Source: an optimization exercise on an open RTL-to-GDS flow (aim: a short achievable clock period and few clock cycles). Production flows keep margins and buffers that such runs may drop.
The RTL was checked by simulation tests, not by an equivalence proof against the original design.
Power and IR drop assume default switching activity.

--- flow/flow/run.sh ---
#!/bin/bash
# Standard ORFS layout, with repair_timing aiming for a larger setup margin.
set -euo pipefail
bash standard.sh SETUP_SLACK_MARGIN=7.0 finish > standard_flow.log 2>&1
--- flow/standard.sh ---
#!/bin/bash
# synth_recipe.tcl (not shown) runs the flow's synth.tcl, then flattens the netlist and writes it again
# the make line also repeats each setting of config.mk as NAME=value (left out here)
make -C /OpenROAD-flow-scripts/flow DESIGN_CONFIG=/design/flow/config.mk WORK_HOME=/design/flow/orfs CLKGATE_MAP_FILE= SYNTH_SCRIPT=/design/flow/synth_recipe.tcl "${@:-finish}"
--- flow/config.mk ---
export PLATFORM = sky130hd
export DESIGN_NAME = cpu
export DESIGN_NICKNAME = cpu
export VERILOG_FILES = /design/flow/design.v
export SDC_FILE = /design/flow/constraint.sdc
export NUM_CORES = 4
export LEC_CHECK = 0
export ABC_CLOCK_PERIOD_IN_PS = 1000
export CAP_MARGIN = 20
export CORE_MARGIN = 2
export CORE_UTILIZATION = 40
export PLACE_DENSITY_LB_ADDON = 0.2
export SETUP_SLACK_MARGIN = 5
export SLEW_MARGIN = 20
--- flow/constraint.sdc ---
create_clock -name core_clock -period 10.0 [get_ports {clk}]
set_input_delay 2.0000 -clock core_clock [delete_from_list [all_inputs] [get_ports {clk}]]
set_output_delay 2.0000 -clock core_clock [all_outputs]
set_load 0.01 [all_outputs]
--- flow/design.v ---
package definesPkg;
   parameter BTB_BITS = 5;
endpackage
module add16
(
   input  [15:0] a,
   input  [15:0] b,
   input         cin,
   output [15:0] s
);
   wire [15:0] g0 = a & b;
   wire [15:0] p0 = a ^ b;
   logic [15:0] g [0:4];
   logic [15:0] p [0:4];
   always_comb begin
      g[0] = g0;
      p[0] = p0;
      g[0][0] = g0[0] | (p0[0] & cin);
      p[0][0] = 1'b0;
      for (int k = 0; k < 4; k++) begin
         g[k+1] = g[k];
         p[k+1] = p[k];
         for (int i = (1 << k); i < 16; i++) begin
            g[k+1][i] = g[k][i] | (p[k][i] & g[k][i-(1<<k)]);
            p[k+1][i] = p[k][i] & p[k][i-(1<<k)];
         end
      end
   end
   assign s = p0 ^ {g[4][14:0], cin};
endmodule
import definesPkg::*;
module cpu
(
   input clk,
   input reset,
   output [15:0] o_pc_addr,
   output o_pc_rd,
   input [15:0] i_pc_rddata,
   output [15:0] o_ldst_addr,
   output o_ldst_rd,
   output o_ldst_wr,
   input [15:0] i_ldst_rddata,
   output [15:0] o_ldst_wrdata,
   output [127:0] o_tb_regs
);
   localparam NB = 1 << BTB_BITS;
   localparam TW = 15 - BTB_BITS;    
   localparam PT = 4;                
   logic [15:0] pc;
   logic [NB-1:0] oh;             
   logic [15:0] pco;              
   logic [15:0] rf [0:7];
   logic        N, Z;
   logic        d_valid;
   logic [15:0] d_pc;
   logic        d_bok;            
   logic [TW-1:0] d_btag;         
   logic        d_fall;           
   logic        d_hold;           
   logic [15:0] r_ir, r_pc;
   logic        r_bok, r_fall;
   logic [TW-1:0] r_btag;
   logic        x_valid;
   logic [15:0] x_a, x_b;         
   logic [10:0] x_hi;             
   logic        x_ah, x_al;       
   logic        x_lk;             
   logic        x_bm;             
   logic [15:0] x_imm;            
   logic        x_sub, x_setf, x_wr, x_ld;
   logic [7:0]  x_ldoh;           
   logic [2:0]  x_rd;
   logic        x_br, x_breg, x_call, x_ret;
   logic [1:0]  x_cond;           
   logic [15:0] x_jreg, x_pc, x_pc2, x_pred;
   logic        x_eqf;            
   logic        x_ptok;           
   logic        x_z0;             
   logic [15:0] m_addr, m_wdata;
   logic        m_rd, m_wr;
   logic        w_ld;
   logic [2:0]  w_rd;
   logic [NB-1:0] bt_v, bt_ret, bt_call;
   logic [TW-1:0] bt_tag [0:NB-1];
   logic [15:0]   bt_tgt [0:NB-1];
   logic [15:0]   rar;
   logic          u_we, u_set, u_ret, u_call;
   logic [BTB_BITS-1:0] u_idx;
   logic [TW-1:0] u_tag;
   logic [15:0]   u_tgt;
   assign o_pc_addr = pco;
   assign o_pc_rd = 1'b1;
   assign o_ldst_addr = m_addr;
   assign o_ldst_wrdata = m_wdata;
   assign o_ldst_rd = m_rd;
   assign o_ldst_wr = m_wr;
   logic [127:0] tb_regs;
   assign o_tb_regs = tb_regs;
   wire [15:0] in1 = (x_a & {{8{x_ah}}, {8{x_al}}}) | (x_pc2 & {16{x_lk}});
   wire [15:0] in2 = (x_b & {16{x_bm}}) | x_imm;
   wire [15:0] sum;
   add16 alu (.a(in1), .b(in2), .cin(x_sub), .s(sum));
   logic taken;
   always_comb begin
      case (x_cond)
         2'd0: taken = x_br;
         2'd1: taken = x_br & Z;
         2'd2: taken = x_br & N;
         default: taken = 1'b0;
      endcase
   end
   wire [15:0] x_tgt;
   add16 tgt_add (.a(x_pc2), .b({{4{x_hi[10]}}, x_hi, 1'b0}), .cin(1'b0), .s(x_tgt));
   wire [15:0] actual = taken ? (x_breg ? x_jreg : x_tgt) : x_pc2;
   wire        eq_r = (x_jreg == x_pred);
   wire        mp = x_valid &
                    (taken ? ~(x_breg ? eq_r : (x_ptok | (x_z0 & x_eqf))) : ~x_eqf);
   wire [15:0] zt = in1 ^ in2;
   wire [15:0] zo = in1 | in2;
   wire        fast_z = &(zt ~^ {zo[14:0], x_sub});
   logic [15:0]   s_tgt;
   logic [TW-1:0] s_tag;
   logic          s_v, s_ret, s_call;
   always_comb begin
      s_tgt = '0; s_tag = '0; s_v = 1'b0; s_ret = 1'b0; s_call = 1'b0;
      for (int i = 0; i < NB; i++) begin
         s_tgt = s_tgt | (bt_tgt[i] & {16{oh[i]}});
         s_tag = s_tag | (bt_tag[i] & {TW{oh[i]}});
         s_v = s_v | (bt_v[i] & oh[i]);
         s_ret = s_ret | (bt_ret[i] & oh[i]);
         s_call = s_call | (bt_call[i] & oh[i]);
      end
   end
   wire        hit = s_v & (s_tag[PT-1:0] == pc[BTB_BITS+PT:BTB_BITS+1]);
   wire [15:0] pc2;
   add16 pc_inc (.a(pc), .b(16'd2), .cin(1'b0), .s(pc2));
   wire [15:0] pred_next = hit ? (s_ret ? rar : s_tgt) : pc2;
   function automatic [NB-1:0] onehot(input [BTB_BITS-1:0] i);
      onehot = '0;
      onehot[i] = 1'b1;
   endfunction
   wire [NB-1:0] oh_pred = hit ? (s_ret ? onehot(rar[BTB_BITS:1]) : onehot(s_tgt[BTB_BITS:1]))
                               : {oh[NB-2:0], oh[NB-1]};
   wire [15:0] instr = d_hold ? r_ir : i_pc_rddata;
   wire [15:0] D_pc = d_hold ? r_pc : d_pc;
   wire        D_bok = d_hold ? r_bok : d_bok;
   wire [TW-1:0] D_btag = d_hold ? r_btag : d_btag;
   wire        D_fall = d_hold ? r_fall : d_fall;
   wire        D_valid = d_hold | d_valid;
   wire [15:0] D_after = (d_hold & d_valid) ? d_pc : pc;     
   wire [4:0]  op = instr[4:0];
   wire [2:0]  rx = instr[7:5];
   wire [2:0]  ry = instr[10:8];
   wire [15:0] d_pc2;
   add16 dpc_inc (.a(D_pc), .b(16'd2), .cin(1'b0), .s(d_pc2));
   logic use_x, use_y;
   always_comb begin
      case (op)
         5'b00001, 5'b00010, 5'b00011, 5'b00101,
         5'b10001, 5'b10010, 5'b10011, 5'b10110,
         5'b01000, 5'b01001, 5'b01010, 5'b01100: use_x = 1'b1;
         default: use_x = 1'b0;
      endcase
      case (op)
         5'b00000, 5'b00001, 5'b00010, 5'b00011, 5'b00100, 5'b00101: use_y = 1'b1;
         default: use_y = 1'b0;
      endcase
   end
   logic [15:0] va, vb;
   always_comb begin
      if (x_valid & x_wr & (x_rd == rx)) va = sum;
      else if (w_ld & (w_rd == rx)) va = i_ldst_rddata;
      else va = rf[rx];
      if (x_valid & x_wr & (x_rd == ry)) vb = sum;
      else if (w_ld & (w_rd == ry)) vb = i_ldst_rddata;
      else vb = rf[ry];
   end
   wire stall = D_valid & ((use_x & x_ldoh[rx]) | (use_y & x_ldoh[ry]));
   logic use_xb, use_yb;
   always_comb begin
      case (r_ir[4:0])
         5'b00001, 5'b00010, 5'b00011, 5'b00101,
         5'b10001, 5'b10010, 5'b10011, 5'b10110,
         5'b01000, 5'b01001, 5'b01010, 5'b01100: use_xb = 1'b1;
         default: use_xb = 1'b0;
      endcase
      case (r_ir[4:0])
         5'b00000, 5'b00001, 5'b00010, 5'b00011, 5'b00100, 5'b00101: use_yb = 1'b1;
         default: use_yb = 1'b0;
      endcase
   end
   wire refetch = d_hold & ((use_xb & x_ldoh[r_ir[7:5]]) | (use_yb & x_ldoh[r_ir[10:8]]));
   wire d_ptok = D_bok & (D_btag == D_pc[15:BTB_BITS+1]);
   wire d_z0 = (instr[15:5] == 11'd0);
   wire go = D_valid & ~stall & ~mp;
   wire [15:0] s8 = {{8{instr[15]}}, instr[15:8]};
   logic n_ah, n_al, n_lk, n_bm;
   logic [15:0] n_imm;
   logic n_sub, n_setf, n_wr, n_ld, n_st, n_br, n_breg, n_call, n_ret;
   logic [1:0] n_cond;
   logic [2:0] n_rd;
   always_comb begin
      n_ah = 1'b0; n_al = 1'b0; n_lk = 1'b0; n_bm = 1'b0; n_imm = 16'd0;
      n_sub = 1'b0; n_setf = 1'b0; n_wr = 1'b0; n_ld = 1'b0; n_st = 1'b0;
      n_br = 1'b0; n_breg = 1'b0; n_call = 1'b0; n_ret = 1'b0; n_cond = 2'd3;
      n_rd = rx;
      case (op)
         5'b00000: begin n_bm = 1'b1; n_wr = 1'b1; end                                  
         5'b00001: begin n_ah = 1'b1; n_al = 1'b1; n_bm = 1'b1; n_wr = 1'b1; n_setf = 1'b1; end  
         5'b00010: begin n_ah = 1'b1; n_al = 1'b1; n_bm = 1'b1; n_wr = 1'b1; n_setf = 1'b1; n_sub = 1'b1; end  
         5'b00011: begin n_ah = 1'b1; n_al = 1'b1; n_bm = 1'b1; n_setf = 1'b1; n_sub = 1'b1; end  
         5'b00100: begin n_ld = 1'b1; end                                              
         5'b00101: begin n_st = 1'b1; end                                              
         5'b10000: begin n_imm = s8; n_wr = 1'b1; end                                  
         5'b10001: begin n_ah = 1'b1; n_al = 1'b1; n_imm = s8; n_wr = 1'b1; n_setf = 1'b1; end  
         5'b10010: begin n_ah = 1'b1; n_al = 1'b1; n_imm = ~s8; n_wr = 1'b1; n_setf = 1'b1; n_sub = 1'b1; end  
         5'b10011: begin n_ah = 1'b1; n_al = 1'b1; n_imm = ~s8; n_setf = 1'b1; n_sub = 1'b1; end  
         5'b10110: begin n_al = 1'b1; n_imm = {instr[15:8], 8'd0}; n_wr = 1'b1; end    
         5'b01000: begin n_br = 1'b1; n_breg = 1'b1; n_cond = 2'd0; n_ret = (rx == 3'd7); end  
         5'b01001: begin n_br = 1'b1; n_breg = 1'b1; n_cond = 2'd1; n_ret = (rx == 3'd7); end  
         5'b01010: begin n_br = 1'b1; n_breg = 1'b1; n_cond = 2'd2; n_ret = (rx == 3'd7); end  
         5'b01100: begin n_br = 1'b1; n_breg = 1'b1; n_cond = 2'd0; n_call = 1'b1;             
                         n_lk = 1'b1; n_wr = 1'b1; n_rd = 3'd7; end
         5'b11000: begin n_br = 1'b1; n_cond = 2'd0; end                               
         5'b11001: begin n_br = 1'b1; n_cond = 2'd1; end                               
         5'b11010: begin n_br = 1'b1; n_cond = 2'd2; end                               
         5'b11100: begin n_br = 1'b1; n_cond = 2'd0; n_call = 1'b1;                     
                         n_lk = 1'b1; n_wr = 1'b1; n_rd = 3'd7; end
         default: ;
      endcase
   end
   always_ff @(posedge clk or posedge reset) begin
      if (reset) begin
         d_valid <= 1'b0;
         d_hold <= 1'b0;
         x_valid <= 1'b0;
         m_wr <= 1'b0;
         w_ld <= 1'b0;
         N <= 1'b0;
         Z <= 1'b0;
         bt_v <= '0;
         u_we <= 1'b0;
         rar <= 16'd0;
      end else begin
         if (mp & x_call) rar <= x_pc2;
         else if (!mp & hit & s_call) rar <= pc2;
         d_valid <= ~(mp | refetch);
         if (mp) d_hold <= 1'b0;
         else if (d_hold) d_hold <= refetch | d_valid;
         else d_hold <= stall;
         x_valid <= go;
         m_wr <= go & n_st;
         w_ld <= x_valid & x_ld;
         if (x_valid & x_setf) begin
            N <= sum[15];
            Z <= fast_z;
         end
         u_we <= mp;
         if (u_we) bt_v[u_idx] <= u_set;
      end
   end
   wire [15:0] pc_next = mp ? actual : (refetch ? d_pc : pred_next);
   always_ff @(posedge clk) begin
      if (reset) begin
         pc <= 16'd0;
         m_rd <= 1'b0;
      end else begin
         pc <= pc_next;
         m_rd <= go & n_ld;
      end
   end
   always_ff @(posedge clk or posedge reset)
      if (reset) pco <= 16'd0;
      else pco <= pc_next;
   always_ff @(posedge clk) begin
      if (reset) oh <= onehot('0);
      else if (mp) oh <= onehot(actual[BTB_BITS:1]);
      else if (refetch) oh <= onehot(d_pc[BTB_BITS:1]);
      else oh <= oh_pred;
   end
   always_ff @(posedge clk) begin
      if (!refetch) begin
         r_ir <= i_pc_rddata;
         r_pc <= d_pc;
         r_bok <= d_bok;
         r_btag <= d_btag;
         r_fall <= d_fall;
      end
      d_pc <= pc;
      d_bok <= hit & ~s_ret;
      d_btag <= s_tag;
      d_fall <= ~hit;
      x_ptok <= d_ptok;
      x_z0 <= d_z0;
      x_a <= va;
      x_b <= vb ^ {16{n_sub}};
      x_hi <= instr[15:5];
      x_ah <= n_ah;
      x_al <= n_al;
      x_lk <= n_lk;
      x_bm <= n_bm;
      x_imm <= n_imm;
      x_sub <= n_sub;
      x_setf <= n_setf;
      x_wr <= n_wr;
      x_ld <= n_ld;
      x_ldoh <= (go & n_ld) ? (8'd1 << rx) : 8'd0;
      x_rd <= n_rd;
      x_br <= n_br;
      x_breg <= n_breg;
      x_call <= n_call;
      x_ret <= n_ret;
      x_cond <= n_cond;
      x_jreg <= va;
      x_pc <= D_pc;
      x_pc2 <= d_pc2;
      x_pred <= D_after;
      m_addr <= vb;
      m_wdata <= va;
      w_rd <= x_rd;
      x_eqf <= (d_pc2 == D_after);
      u_set <= taken;
      u_idx <= x_pc[BTB_BITS:1];
      u_tag <= x_pc[15:BTB_BITS+1];
      u_tgt <= actual;
      u_ret <= x_ret;
      u_call <= x_call;
      if (u_we & u_set) begin
         bt_tag[u_idx] <= u_tag;
         bt_tgt[u_idx] <= u_tgt;
         bt_ret[u_idx] <= u_ret;
         bt_call[u_idx] <= u_call;
      end
   end
   always_ff @(posedge clk)
      tb_regs <= {rf[7], rf[6], rf[5], rf[4], rf[3], rf[2], rf[1], rf[0]};
   always_ff @(posedge clk) begin
      if (reset) begin
         rf[0] <= 16'hCAFE; rf[1] <= 16'hBADD; rf[2] <= 16'hCAFE; rf[3] <= 16'hBADD;
         rf[4] <= 16'hCAFE; rf[5] <= 16'hBADD; rf[6] <= 16'hCAFE; rf[7] <= 16'hBADD;
      end else begin
         if (w_ld) rf[w_rd] <= i_ldst_rddata;
         if (x_valid & x_wr) rf[x_rd] <= sum;
      end
   end
endmodule
==> flow_summary.toml, run 1 <==
[die]
core_um2 = 152000
die_x_um = 396
initial_core_util_pct = 40.4
die_h_um = 396
rows = 143
dieArea_um2 = 157000
io_pins = 213

[timing]
slew_headroom_pct = 21.5
rsz0062_at_grt = "yes"
setup_ws_ns = 6.57
fin_skew_ns = 0.0667
setup_violations = 0
worst_pin_slew_ns = 1.15
slew_viol_final = 0
fmax_mhz = 291
finalCriticalPeriod_ns = 3.43
tns_ns = 0
period_share_pct = 34.3
final_hold_viol_count = 0

[yosys]
synthCells = 4735
synth_flop_cell = "edfxtp_1"
yosys_warnings = 4
synthTopCellsByCount = "edfxtp_1 (1,067), nand2_1 (478), dfxtp_1 (390)"
synth.top_cell.area_share_pct = 52.1
yosysSeqAreaShare_pct = 67.7
synth_nets = 4834
ys_ff_latch = 1529
synth_most_common_cell = "edfxtp_1"
synthArstFlopShare_pct = 4.71
synth_top_cell_by_area = "edfxtp_1"
ys_top_cells_by_area = "edfxtp_1 (52%), dfxtp_1 (13%), a22oi_1 (4.0%)"
synth_edf_count = 1067
syn_area_um2 = 61500
syn_area_per_cell_um2 = 13.0
yosysUniqueCellTypes = 99

[clock_tree]
clk_latency_ns = 0.83
ctsRootBufferMaster = "clkbuf_16"
cts_buffer_depth = 3
cts.sinks = 1529
cts_made_buffers = 162
ctsHoldBuffers = 0
htreeDepth = 4
clk_pin_slew_ns = 0.06
cts_tree = "done"

[setup_path]
crit_arrival_ns = 1.43
crit_required_ns = 8.00
critPathMaxStageDelay_ns = 0.45
path_buf_inv = 1
critical-path-top-delay-family = "flip-flops"
r2r_end = "rf[1][12]"
slowest_stage = "dfrtp_1"
cp-end-kind = "output port"
startpoint_type = "register"
cp_max_fo = 1
r2r_cells = 14
crit_type = "register to output port"
regToRegSetupSlack_ns = 6.62
path_cells = "buf_2"
r2r_start = "m_wdata[0]"

[final_layout]
fin_util_pct = 53.8
fillers = 12522
drive_gt1_share_pct = 33.8
fin_nets = 5514
syn_to_final_growth_pct = 33.2
design_area_um2 = 82000

[place]
dp_slack_ns = 4.84
place_area_um2 = 67300
gp_congestion = 0.957
place_hpwl_um = 155000
io_buffers = 211

[power]
internal-power_mw = 13.3
leakage_nw = 29.5
seqPwrFrac_pct = 41.5
p_per_area_nw_per_um2 = 246
switching_share_pct = 34.0
pwr-share-clk_pct = 31.4
combPwrFrac_pct = 27.1
switchingPower_mw = 6.85
vdd_drop_max_uv = 164

[flow_run]
maxCapViolCount = 0

[detailed_routing]
drc_errors = 0
routedWlPerCell_um = 35.3
totalWireLength_um = 268000
drt_first_iter_violations = 7296
drtPass1Iterations = 7
vias = 48614
vias_per_cell = 6.41
ant_nets = 0

[global_routing]
grt_pass1_wl_um = 362000
grt_usage_pct = 32.9
grt_max_degree = 72
gr-total-overflow = 0
grt_pass1_vias = 44710
antenna_found_initial = 19

[outcome]
status = "timing/DRC/antenna clean"

[hold_path]
hold_path_end = "u_tag[9]"
worstHoldStart = "x_pc[15]"
hold_path_class = "register to register"
hold_depth = 0
==> flip-flops by register name (all words and copies together) (netlist names), 32 cells and up <==
name	cells
bt_ret	32
bt_tgt	512
bt_call	32
bt_v	32
bt_tag	320
rf	128
o_tb_regs	128
oh	32
==> logic make-up (layout without fill, tap and decap cells) <==
| group | count (synthesis) | count (layout) | share of synthesized area [%] |
|---|---|---|---|
| compound gates | 1119 | 1120 | 12.9 |
| mux | 158 | 158 | 2.89 |
| fa+ha+maj | 65 | 65 | 1.36 |
| simple gates | 1325 | 1327 | 10.5 |
| buf+inv | 384 | 1198 | 2.52 |
| xor+xnor | 154 | 154 | 2.23 |
| other cells | 1 | 9 | 0.00609 |
| flops | 1529 | 1529 | 67.7 |
==> per-layer routing <==
metal  global-route usage [%]  vias up  wire, µm  share of wire [%]
met1                     45.3    24659    103000                 38
met4                     13.3       14     13600                5.1
li1                         -    19607         -                  -
met3                     8.40      726     34100                 13
met5                        0        -       161              0.060
met2                     49.7     3608    118000                 44
==> per-stage QoR <==
stage | hold WS, ns | total power [mW] | cells
2_1_floorplan | 0.310 | 10.1 | 4735
3_3_place_gp | 0.313 | 11.9 | 6816
3_5_place_dp | 0.312 | 11.9 | 6816
4_1_cts | 0.331 | 19.5 | 7485
5_1_grt | 0.336 | 20.6 | 7582
6_report | 0.331 | 20.2 | 7590
==> power by group through the flow <==
stage	combinational, mW	sequential [mW]	clock, mW
floorplan	2.09	8.01	0
detailed placement	3.47	8.43	0
finish	5.46	8.38	6.33
CTS	4.88	8.31	6.35
global placement	3.48	8.42	0
global route	5.61	8.40	6.60
==> how the worst max path moves through the flow <==
| stage | startpoint | end | cells past startpoint |
|---|---|---|---|
| finish | m_wr | o_ldst_wr | 1 |
| global route | m_wdata[0] | rf[5][13] | 13 |
| CTS | pco[4] | o_pc_addr[4] | 1 |
| detailed placement | i_pc_rddata[9] | x_b[6] | 12 |
| global placement | i_pc_rddata[9] | x_b[3] | 12 |
| floorplan | i_pc_rddata[10] | x_b[9] | 7 |
==> final cells by class <==
type	instances	area (µm²)	share of cell area [%]
Clock buffer	214	4530	5.52
Inverter	86	469	0.572
Sequential cell	1529	42000	51.2
Multi-Input combinational cell	2825	22200	27.1
Clock inverter	87	1160	1.42
Tap cell	2030	2540	3.10
Antenna cell	8	20.0	0.0244
Timing Repair inverter	4	35.0	0.0427
Timing Repair Buffer	807	9000	11.0
==> cell usage in the layout (no fill, tap or decap), drive strengths merged, types with 14 or more instances in the layout <==
| cell | count |
|---|---|
| dfrtp | 72 |
| clkinv | 64 |
| nand4 | 113 |
| o21ai | 186 |
| clkdlybuf4s50 | 21 |
| nor2b | 15 |
| nand3 | 206 |
| mux2i | 85 |
| a22o | 104 |
| edfxtp | 1067 |
| a21o | 26 |
| nand2 | 479 |
| a31oi | 52 |
| ha | 62 |
| a22oi | 328 |
| o211ai | 24 |
| o21a | 19 |
| or4 | 27 |
| bufinv | 15 |
| inv | 89 |
| bufbuf | 14 |
| xnor2 | 89 |
| a21oi | 154 |
| a311oi | 36 |
| o21bai | 21 |
| buf | 759 |
| clkbuf | 223 |
| mux2 | 68 |
| dfxtp | 390 |
| or3 | 17 |
| nor2 | 176 |
| nor4 | 34 |
| a221oi | 75 |
| nor3 | 140 |
| a211oi | 26 |
| and3 | 55 |
| xor2 | 65 |
| and2 | 16 |
==> timing repair <==
item	in CTS	in global routing
buffers inserted	331	87
gates resized for setup	1631	299
cloned	37	10
setup endpoints to repair	817	499
pin swaps	193	128
Testbench counts, summed over its fixed seeds: cycles 85,053.
==> run 2, diff against run 1 <==
--- a/flow/config.mk
+++ b/flow/config.mk
@@ -10,5 +10,4 @@
 export CORE_MARGIN = 2
 export CORE_UTILIZATION = 40
-export PLACE_DENSITY_LB_ADDON = 0.2
 export SETUP_SLACK_MARGIN = 5
 export SLEW_MARGIN = 20
==> run 2 against run 1 <==
  * Utilization grew 0.16 points
  * Clock skew grew 0.0086 ns
  * First-iteration DRC count grew 21%
  * Combinational power is essentially flat
  * Critical path depth is the same
==> flow_summary.toml, run 2 <==
[yosys]
ys_top_cells_by_area = "edfxtp_1 (52%), dfxtp_1 (13%), a22oi_1 (4.0%)"
synthArstFlopShare_pct = 4.71
synth_mux_area_share_pct = 2.89
synth-simple-area-share_pct = 10.5
synth_edf_count = 1067
synth_compound_area_share_pct = 12.9
yosysSeqAreaShare_pct = 67.7
syn_area_per_cell_um2 = 13.0
synth.top_cell.area_share_pct = 52.1
syn_area_um2 = 61500
synth_nets = 4834
synth_top_family_by_area = "compound AO/OA/AOI/OAI gates"
ys_ff_latch = 1529
synth_top_cell_by_area = "edfxtp_1"
synthTopCellsByCount = "edfxtp_1 (1,067), nand2_1 (478), dfxtp_1 (390)"
synthCells = 4735
yosysUniqueCellTypes = 99
synth_flop_cell = "edfxtp_1"
synth-xor-area-share_pct = 2.23
yosys_warnings = 4
synth_fa_ha_area_share_pct = 1.36
synth_most_common_cell = "edfxtp_1"

[place]
dp_slack_ns = 4.61
io_buffers = 211
gp_congestion = 0.963
place_hpwl_um = 146000

[clock_tree]
htreeDepth = 4
ctsRootBufferMaster = "clkbuf_16"
clk_latency_ns = 0.84
ctsHoldBuffers = 0
cts_made_buffers = 157
cts_tree = "done"
cts_buffer_depth = 3
clk_pin_slew_ns = 0.06
cts.sinks = 1529

[final_layout]
largest_reg_flops = 512
syn_to_final_growth_pct = 33.6
final_common_cell = "edfxtp_1"
regArea_um2 = 42000
multi_input_area_um2 = 22600
largest-register = "bt_tgt"
fillers = 12249
fin_nets = 5537
drive_gt1_share_pct = 34.2
layout_common_cells = "edfxtp_1 (1,067), nand2_1 (419), buf_4 (369)"
reg_top3 = "bt_tgt: 512 flops, bt_tag: 320 flops"

[power]
p_per_area_nw_per_um2 = 239
vdd_drop_max_uv = 201
leakage_nw = 29.6

[setup_path]
r2r_cells = 14
regToRegSetupSlack_ns = 6.71
crit_arrival_ns = 1.42
startpoint_type = "register"
r2r_start = "m_wdata[0]"
cp_max_fo = 1
path_cells = "buf_6"
r2r_end = "rf[2][12]"
cp-end-kind = "output port"
crit_required_ns = 8.00
slowest_stage = "dfrtp_1"
crit_type = "register to output port"
critical-path-top-delay-family = "flip-flops"
critPathMaxStageDelay_ns = 0.46
path_buf_inv = 1
cp.depth = 1

[detailed_routing]
ant_nets = 0
drc_errors = 0
vias_per_cell = 6.46
drt_first_iter_violations = 8842
vias = 49158
routedWlPerCell_um = 34.8
drtPass1Iterations = 13
totalWireLength_um = 265000

[timing]
fin_skew_ns = 0.0752
fmax_mhz = 292
slew_headroom_pct = 25.8
finalCriticalPeriod_ns = 3.42
slew_viol_final = 0
rsz0062_at_grt = "yes"
worst_pin_slew_ns = 1.11
setup_ws_ns = 6.58
final_hold_viol_count = 0
setup_violations = 0
period_share_pct = 34.2
tns_ns = 0

[die]
die_x_um = 396
dieArea_um2 = 157000
core_um2 = 152000
io_pins = 213
die_h_um = 396
initial_core_util_pct = 40.4
rows = 143

[hold_path]
worstHoldStart = "x_pc[2]"
hold_path_class = "register to register"
hold_path_end = "u_idx[1]"
hold_depth = 0

[flow_run]
maxCapViolCount = 0

[global_routing]
grt_usage_pct = 32.6
grt_max_degree = 76
gr-total-overflow = 0
grt_pass1_wl_um = 359000
grt_pass1_vias = 45357
antenna_found_initial = 18

[outcome]
status = "timing/DRC/antenna clean"
==> run 2: cell counts after synthesis <==
Identical to the previous run, type by type.
==> run 2: what timing repair did <==
action,CTS,global route
setup buffers,352,87
cloned,50,7
gates resized for setup,1675,318
setup endpoints to repair,1494,1061
pin swaps,201,129
==> run 2: how the worst max path moves through the flow <==
| stage | end | slack [ns] | from |
|---|---|---|---|
| 6_report | o_ldst_wr | 6.58 | m_wr |
| 3_3_place_gp | x_b[1] | 4.69 | i_pc_rddata[9] |
| 5_1_grt | o_ldst_wr | 6.59 | m_wr |
| 4_1_cts | o_ldst_wr | 6.58 | m_wr |
| 3_5_place_dp | x_b[4] | 4.61 | i_pc_rddata[9] |
| 2_1_floorplan | x_b[9] | 6.39 | i_pc_rddata[10] |
==> run 2: where the power goes <==
| group | internal, mW | leakage, nW | switching (mW) |
|---|---|---|---|
| combinational | 2.16 | 13.2 | 3.32 |
| sequential | 7.53 | 13.9 | 0.788 |
| clock | 3.21 | 2.48 | 2.63 |
==> run 2: cells by family after synthesis <==
kind of cell,after synthesis
AOI/OAI and AO/OA,1119
and+or+nand+nor,1325
xor gates and xnor gates,154
adders and majority gates,65
buffers and inverters,384
DFF,1529
other,1
muxes,158
==> run 2: cell type report <==
type,instances,area share (%)
Sequential cell,1529,51.1
Multi-Input combinational cell,2825,27.5
Timing Repair Buffer,835,11.6
Clock buffer,223,5.38
Tap cell,2030,3.09
Clock inverter,69,0.857
Inverter,86,0.543
Timing Repair inverter,4,0.0457
Antenna cell,7,0.0213
==> run 2: metal layers <==
layer	global-route usage [%]	vias to the layer above	routed length (µm)
met2	48.4	4104	114000
met5	0.246	-	242
met1	43.6	24468	96300
met4	14.7	18	15900
met3	10.2	895	38800
li1	-	19673	-
==> run 2: per-stage QoR <==
step           area [µm²]  std cells  power, mW  hold slack, ns  utilization (%)
2_1_floorplan       63100       4735       10.1           0.310                -
3_3_place_gp        67300       6812       11.8           0.314             44.2
3_5_place_dp        67300       6812       11.8           0.314             44.2
4_1_cts             79900       7506       18.9           0.322             52.5
5_1_grt             82200       7601       20.1           0.335             54.0
6_report            82200       7608       19.6           0.324             54.0

==> port drivers added, routing unchanged <==
In the flow no input, the clock included, has a driving cell. The finished layouts below were timed again as built, in two steps.
Step 1 assumes that a clkbuf_16 drives the clock port and a buf_2 every other input.
Step 2, shift: input delay + t, output delay - t, t = (earliest + latest rising clock arrival at the registers) / 2. This alone moves slack from input paths to output paths.
a / b / c = ideal / step 1 / step 2; a / b = the first two.
| run | shift t [ns] | slack for setup (ns) | hold WS [ns] |
|---|---|---|---|
| run 1 | 0.879 | 6.566 / 6.486 / 6.012 | 0.331 / 0.331 / 0.331 |
| run 2 | 0.891 | 6.576 / 6.492 / 5.930 | 0.324 / 0.324 / 0.324 |
After both steps every run listed still meets setup and hold. For run 2, which loses most, drivers alone change the setup slack by -0.084 ns; drivers and shift together by -0.646 ns.
